Background: an optimization exercise with open tools, aiming at small area and a short achievable clock period. Do not read the settings as production practice. RTL that was checked went through simulation tests only; none was proved equivalent to the original. No activity file was given, so power comes from the tool's default toggle rates.

Design top_FFT, start of the top module:
module top_FFT(
    output [24-1:0] out,
    input  [24-1:0] in,
    input clk, reset
);
    wire m, s1, s2, s3, s4, s3n, k3t;
    wire [2:0] k1t, k1p;
    wire [1:0] k2t, k2p;
    fft_ctrl ctrl(.clk(clk), .reset(reset), .m(m),
                  .s1(s1), .s2(s2), .s3(s3), .s4(s4),
                  .k1t(k1t), .k1p(k1p), .k2t(k2t), .k2p(k2p),
                  .s3n(s3n), .k3t(k3t));
    reg [23:0] r_in, r12, r23, r34, r_out;
    reg [23:0] a0, a1, a2, a3, a4, a5;
    reg [25:0] a6;
    reg [49:0] a7;
    reg [23:0] b0, b1;
    reg [25:0] b2;
    reg [49:0] b3;
    reg [23:0] c0;
    reg [25:0] c1;
    reg [23:0] d0;
    wire [11:0] a7sr = a7[49:38], a7cr = a7[36:25], a7si = a7[24:13], a7ci = a7[11:0];
    wire        a7nr = a7[37],    a7ni = a7[12];
    wire [11:0] b3sr = b3[49:38], b3cr = b3[36:25], b3si = b3[24:13], b3ci = b3[11:0];
    wire        b3nr = b3[37],    b3ni = b3[12];
    wire [12:0] c1xr = c1[25:13], c1xi = c1[12:0];
    wire [23:0] sum1, dif1, sum2, dif2, sum3, dif3, sum4, dif4;
    Butterfly bf1(.C1(sum1), .C2(dif1),
                  .Xr(s1 ? {a7sr[11], a7sr} : {a7sr, a7nr}),
                  .Xi(s1 ? {a7si[11], a7si} : {a7si, a7ni}),
                  .Yr(s1 ? {r_in[23], r_in[23:12]} : {a7cr, a7nr}),
                  .Yi(s1 ? {r_in[11], r_in[11:0]}  : {a7ci, a7ni}), .R(r_in));
  ...
==> module fft_ctrl, before the edit <==
module fft_ctrl(
    input clk, reset,
    output m,
    output reg s1, s2, s3, s4,
    output reg [2:0] k1t, k1p,
    output reg [1:0] k2t, k2p,
    output reg s3n, k3t
);
    reg [3:0] q;
    reg g6, g7, g8, g12, g13;
    assign m = reset & g6;            
    wire [3:0] qm1 = q - 4'd1;
    wire [3:0] qp1 = q + 4'd1;
    wire [2:0] qm2 = q[2:0] - 3'd2;
    always @(posedge clk) begin
        if (!reset) begin
            q <= 4'd1;
            g6 <= 1'b0;
            g12 <= 1'b0;
        end else begin
            q <= q + 4'd1;
            if (q == 4'd7) g6 <= 1'b1;
            if (q == 4'd13) g12 <= 1'b1;
        end
        g7 <= g6; g8 <= g7; g13 <= g12;
        s1 <= qm1[3];
        k1t <= q[3] ? 3'd0 : q[2:0];
        k1p <= qp1[3] ? 3'd0 : qp1[2:0];
        s2 <= g8 & qm2[2];
        k2t <= (g7 & ~qm1[2]) ? qm1[1:0] : 2'd0;
        k2p <= (g6 & ~q[2]) ? q[1:0] : 2'd0;
        s3 <= g13 & qp1[1];
        s4 <= g13 & qp1[0];
        s3n <= g12 & ~q[1];
        k3t <= g12 & q[0];
    end
endmodule
==> module TwPrep, before the edit <==
module TwPrep(output [25:0] out, input [23:0] C, input [2:0] k);
    wire [12:0] Cr = {C[23], C[23:12]};
    wire [12:0] Ci = {C[11], C[11:0]};
    wire [12:0] nCr = ~Cr;
    wire k6 = k[2];
    wire [12:0] S = (k6 ? nCr : Cr) + Ci + {12'd0, k6};
    wire [12:0] D = nCr + (k6 ? ~Ci : Ci) + 13'd1;
    reg [12:0] A, B;
    always @(*) begin
        case (k)
            3'd0, 3'd1: begin A = Cr;  B = Ci;  end
            3'd3:       begin A = Ci;  B = Cr;  end
            3'd4, 3'd5: begin A = Ci;  B = nCr; end
            3'd7:       begin A = nCr; B = Ci;  end
            default:    begin A = S;   B = D;   end
        endcase
    end
    assign out = {A, B};
endmodule
==> module top_FFT, before the edit <==
module top_FFT(
    output [24-1:0] out,
    input  [24-1:0] in,
    input clk, reset
);
    wire m, s1, s2, s3, s4, s3n, k3t;
    wire [2:0] k1t, k1p;
    wire [1:0] k2t, k2p;
    fft_ctrl ctrl(.clk(clk), .reset(reset), .m(m),
                  .s1(s1), .s2(s2), .s3(s3), .s4(s4),
                  .k1t(k1t), .k1p(k1p), .k2t(k2t), .k2p(k2p),
                  .s3n(s3n), .k3t(k3t));
    reg [23:0] r_in, r12, r23, r34, r_out;
    reg [23:0] a0, a1, a2, a3, a4, a5;
    reg [25:0] a6;
    reg [49:0] a7;
    reg [23:0] b0, b1;
    reg [25:0] b2;
    reg [49:0] b3;
    reg [23:0] c0;
    reg [25:0] c1;
    reg [23:0] d0;
    wire [11:0] a7sr = a7[49:38], a7cr = a7[36:25], a7si = a7[24:13], a7ci = a7[11:0];
    wire        a7nr = a7[37],    a7ni = a7[12];
    wire [11:0] b3sr = b3[49:38], b3cr = b3[36:25], b3si = b3[24:13], b3ci = b3[11:0];
    wire        b3nr = b3[37],    b3ni = b3[12];
    wire [12:0] c1xr = c1[25:13], c1xi = c1[12:0];
    wire [23:0] sum1, dif1, sum2, dif2, sum3, dif3, sum4, dif4;
    Butterfly bf1(.C1(sum1), .C2(dif1),
                  .Xr(s1 ? {a7sr[11], a7sr} : {a7sr, a7nr}),
                  .Xi(s1 ? {a7si[11], a7si} : {a7si, a7ni}),
                  .Yr(s1 ? {r_in[23], r_in[23:12]} : {a7cr, a7nr}),
                  .Yi(s1 ? {r_in[11], r_in[11:0]}  : {a7ci, a7ni}), .R(r_in));
    Butterfly bf2(.C1(sum2), .C2(dif2),
                  .Xr(s2 ? {b3sr[11], b3sr} : {b3sr, b3nr}),
                  .Xi(s2 ? {b3si[11], b3si} : {b3si, b3ni}),
                  .Yr(s2 ? {r12[23], r12[23:12]} : {b3cr, b3nr}),
                  .Yi(s2 ? {r12[11], r12[11:0]}  : {b3ci, b3ni}), .R(r12));
    Butterfly bf3(.C1(sum3), .C2(dif3), .Xr(c1xr), .Xi(c1xi),
                  .Yr(s3 ? {r23[23], r23[23:12]} : {12'd0, c1xr[0]}),
                  .Yi(s3 ? {r23[11], r23[11:0]}  : {12'd0, c1xi[0]}), .R(r23));
    Butterfly4 bf4(.C1(sum4), .C2(dif4), .A(d0), .B(r34));
    wire [25:0] p1, p2, t3;
    wire [11:0] t1sr, t1cr, t1si, t1ci, t2sr, t2cr, t2si, t2ci;
    wire t1nr, t1ni, t2nr, t2ni;
    TwPrep prep1(.out(p1), .C(m ? a5 : 24'd0), .k(k1p));
    tw1_tree tree1(.A(a6[25:13]), .B(a6[12:0]), .k(k1t),
                   .Sr(t1sr), .Cr(t1cr), .cr(t1nr), .Si(t1si), .Ci(t1ci), .ci(t1ni));
    TwPrep prep2(.out(p2), .C(m ? b1 : 24'd0), .k({k2p, 1'b0}));
    tw2_tree tree2(.A(b2[25:13]), .B(b2[12:0]), .k({k2t, 1'b0}),
                   .Sr(t2sr), .Cr(t2cr), .cr(t2nr), .Si(t2si), .Ci(t2ci), .ci(t2ni));
    TwTap3 tap3(.out(t3), .C(c0), .raw(s3n), .k(k3t));
    always @(posedge clk) begin
        r_in <= reset ? in : 24'd0;
        r12 <= sum1;
        a0 <= s1 ? dif1 : r_in;
        a1 <= a0; a2 <= a1; a3 <= a2; a4 <= a3; a5 <= a4;
        a6 <= p1;
        a7 <= {t1sr, t1nr, t1cr, t1si, t1ni, t1ci};
        r23 <= reset ? sum2 : 24'd0;
        b0 <= s2 ? dif2 : r12;
        b1 <= b0;
        b2 <= p2;
        b3 <= {t2sr, t2nr, t2cr, t2si, t2ni, t2ci};
        r34 <= sum3;
        c0 <= s3 ? dif3 : r23;
        c1 <= m ? t3 : 26'd0;
        r_out <= s4 ? d0 : sum4;
        d0 <= m ? (s4 ? r34 : dif4) : 24'd0;
    end
    assign out = r_out;
endmodule
make LEC_CHECK=0 CAP_MARGIN=40 CORE_MARGIN=2 CORE_UTILIZATION=40 SETUP_SLACK_MARGIN=5 SLEW_MARGIN=60 finish   # period 10.0 ns
run.sh (not shown) runs the stock make flow with config.mk's settings and CLKGATE_MAP_FILE= SYNTH_SCRIPT=/design/flow/synth_recipe.tcl, a recipe that flattens the netlist after the stock synthesis.
Then changed:
--- a/flow/design.v
+++ b/flow/design.v
@@ -3,11 +3,11 @@
     output m,
     output reg s1, s2, s3, s4,
     output reg [2:0] k1t, k1p,
-    output reg [1:0] k2t, k2p,
+    output reg [1:0] k2t, k2p,        
     output reg s3n, k3t
 );
     reg [3:0] q;
-    reg g6, g7, g8, g12, g13;
+    reg g5, g6, g7, g8, g12, g13;
     assign m = reset & g6;            
     wire [3:0] qm1 = q - 4'd1;
     wire [3:0] qp1 = q + 4'd1;
@@ -15,20 +15,20 @@
     always @(posedge clk) begin
         if (!reset) begin
             q <= 4'd1;
-            g6 <= 1'b0;
+            g5 <= 1'b0;
             g12 <= 1'b0;
         end else begin
             q <= q + 4'd1;
-            if (q == 4'd7) g6 <= 1'b1;
+            if (q == 4'd6) g5 <= 1'b1;
             if (q == 4'd13) g12 <= 1'b1;
         end
-        g7 <= g6; g8 <= g7; g13 <= g12;
+        g6 <= g5; g7 <= g6; g8 <= g7; g13 <= g12;
         s1 <= qm1[3];
         k1t <= q[3] ? 3'd0 : q[2:0];
         k1p <= qp1[3] ? 3'd0 : qp1[2:0];
         s2 <= g8 & qm2[2];
         k2t <= (g7 & ~qm1[2]) ? qm1[1:0] : 2'd0;
-        k2p <= (g6 & ~q[2]) ? q[1:0] : 2'd0;
+        k2p <= (g5 & ~qp1[2]) ? qp1[1:0] : 2'd0;
         s3 <= g13 & qp1[1];
         s4 <= g13 & qp1[0];
         s3n <= g12 & ~q[1];
@@ -58,13 +58,17 @@
     assign C1 = {sr[12:1], si[12:1]};
     assign C2 = {dr[12:1], di[12:1]};
 endmodule
-module TwPrep(output [25:0] out, input [23:0] C, input [2:0] k);
+module PrepAdd(output [12:0] S, D, input [23:0] C, input k6);
+    wire [12:0] Cr = {C[23], C[23:12]};
+    wire [12:0] Ci = {C[11], C[11:0]};
+    assign S = (k6 ? ~Cr : Cr) + Ci + {12'd0, k6};
+    assign D = ~Cr + (k6 ? ~Ci : Ci) + 13'd1;
+endmodule
+module TwPrep(output [25:0] out, input [23:0] C, input [2:0] k,
+              input [12:0] S, D);
     wire [12:0] Cr = {C[23], C[23:12]};
     wire [12:0] Ci = {C[11], C[11:0]};
     wire [12:0] nCr = ~Cr;
-    wire k6 = k[2];
-    wire [12:0] S = (k6 ? nCr : Cr) + Ci + {12'd0, k6};
-    wire [12:0] D = nCr + (k6 ? ~Ci : Ci) + 13'd1;
     reg [12:0] A, B;
     always @(*) begin
         case (k)
@@ -1047,8 +1051,8 @@
     reg [23:0] a0, a1, a2, a3, a4, a5;
     reg [25:0] a6;
     reg [49:0] a7;
-    reg [23:0] b0, b1;
-    reg [25:0] b2;
+    reg [23:0] b0;
+    reg [25:0] b1, b2;
     reg [49:0] b3;
     reg [23:0] c0;
     reg [25:0] c1;
@@ -1076,10 +1080,15 @@
     wire [25:0] p1, p2, t3;
     wire [11:0] t1sr, t1cr, t1si, t1ci, t2sr, t2cr, t2si, t2ci;
     wire t1nr, t1ni, t2nr, t2ni;
-    TwPrep prep1(.out(p1), .C(m ? a5 : 24'd0), .k(k1p));
+    wire [23:0] a5m = m ? a5 : 24'd0;
+    wire [23:0] b0m = m ? b0 : 24'd0;
+    wire sel_a = (k1p[1:0] == 2'd2);
+    wire [12:0] pS, pD;
+    PrepAdd padd(.S(pS), .D(pD), .C(sel_a ? a5m : b0m), .k6(sel_a ? k1p[2] : k2p[1]));
+    TwPrep prep1(.out(p1), .C(a5m), .k(k1p), .S(pS), .D(pD));
     tw1_tree tree1(.A(a6[25:13]), .B(a6[12:0]), .k(k1t),
                    .Sr(t1sr), .Cr(t1cr), .cr(t1nr), .Si(t1si), .Ci(t1ci), .ci(t1ni));
-    TwPrep prep2(.out(p2), .C(m ? b1 : 24'd0), .k({k2p, 1'b0}));
+    TwPrep prep2(.out(p2), .C(b0m), .k({k2p, 1'b0}), .S(pS), .D(pD));
     tw2_tree tree2(.A(b2[25:13]), .B(b2[12:0]), .k({k2t, 1'b0}),
                    .Sr(t2sr), .Cr(t2cr), .cr(t2nr), .Si(t2si), .Ci(t2ci), .ci(t2ni));
     TwTap3 tap3(.out(t3), .C(c0), .raw(s3n), .k(k3t));
@@ -1092,8 +1101,8 @@
         a7 <= {t1sr, t1nr, t1cr, t1si, t1ni, t1ci};
         r23 <= reset ? sum2 : 24'd0;
         b0 <= s2 ? dif2 : r12;
-        b1 <= b0;
-        b2 <= p2;
+        b1 <= p2;
+        b2 <= b1;
         b3 <= {t2sr, t2nr, t2cr, t2si, t2ni, t2ci};
         r34 <= sum3;
         c0 <= s3 ? dif3 : r23;
Outcome:
- combinational power is lower by 17%
- wire length decreases by 3.1%
- critical path depth is unchanged
- total power falls by 9.5%
- count of clock-buffer cells in the layout rose by 10
- setup slack improved by 0.064 ns
- via count is lower by 7.0%
- sequential share of layout area is higher by 1.5 points
- sequential power went down by about 1%
- core utilization grows by 0.22 points
- final area went down by 4.6%
- maximum frequency climbs by 1.4%
No functional check of the RTL was part of the first run of this note.

## re-timing with driven ports
Ports are ideal in the flow. The routed layouts listed here were re-timed in OpenROAD.
Step 1: set_driving_cell puts a clkbuf_16 on clk and a buf_2 on each other input, an assumption about the parent block.
Step 2 adds t to the input delays and takes it off the output delays; t is the mean of the earliest and latest rising clock arrival at the registers after step 1. Input paths then give back, and output paths get back, about the clock's delay inside the block.
a / b / c = ideal / step 1 / step 2; a / b = the first two.
run	t (ns)	setup WS [ns]	worst slew at a driven data input, ns
the first run	0.709	5.220 / 5.274 / 4.565	0.10
the second run	0.690	5.283 / 5.283 / 4.648	0.05
After both steps every run listed still meets setup and hold. For the first run, which loses most, drivers alone change the setup slack by +0.054 ns; drivers and shift together by -0.655 ns.
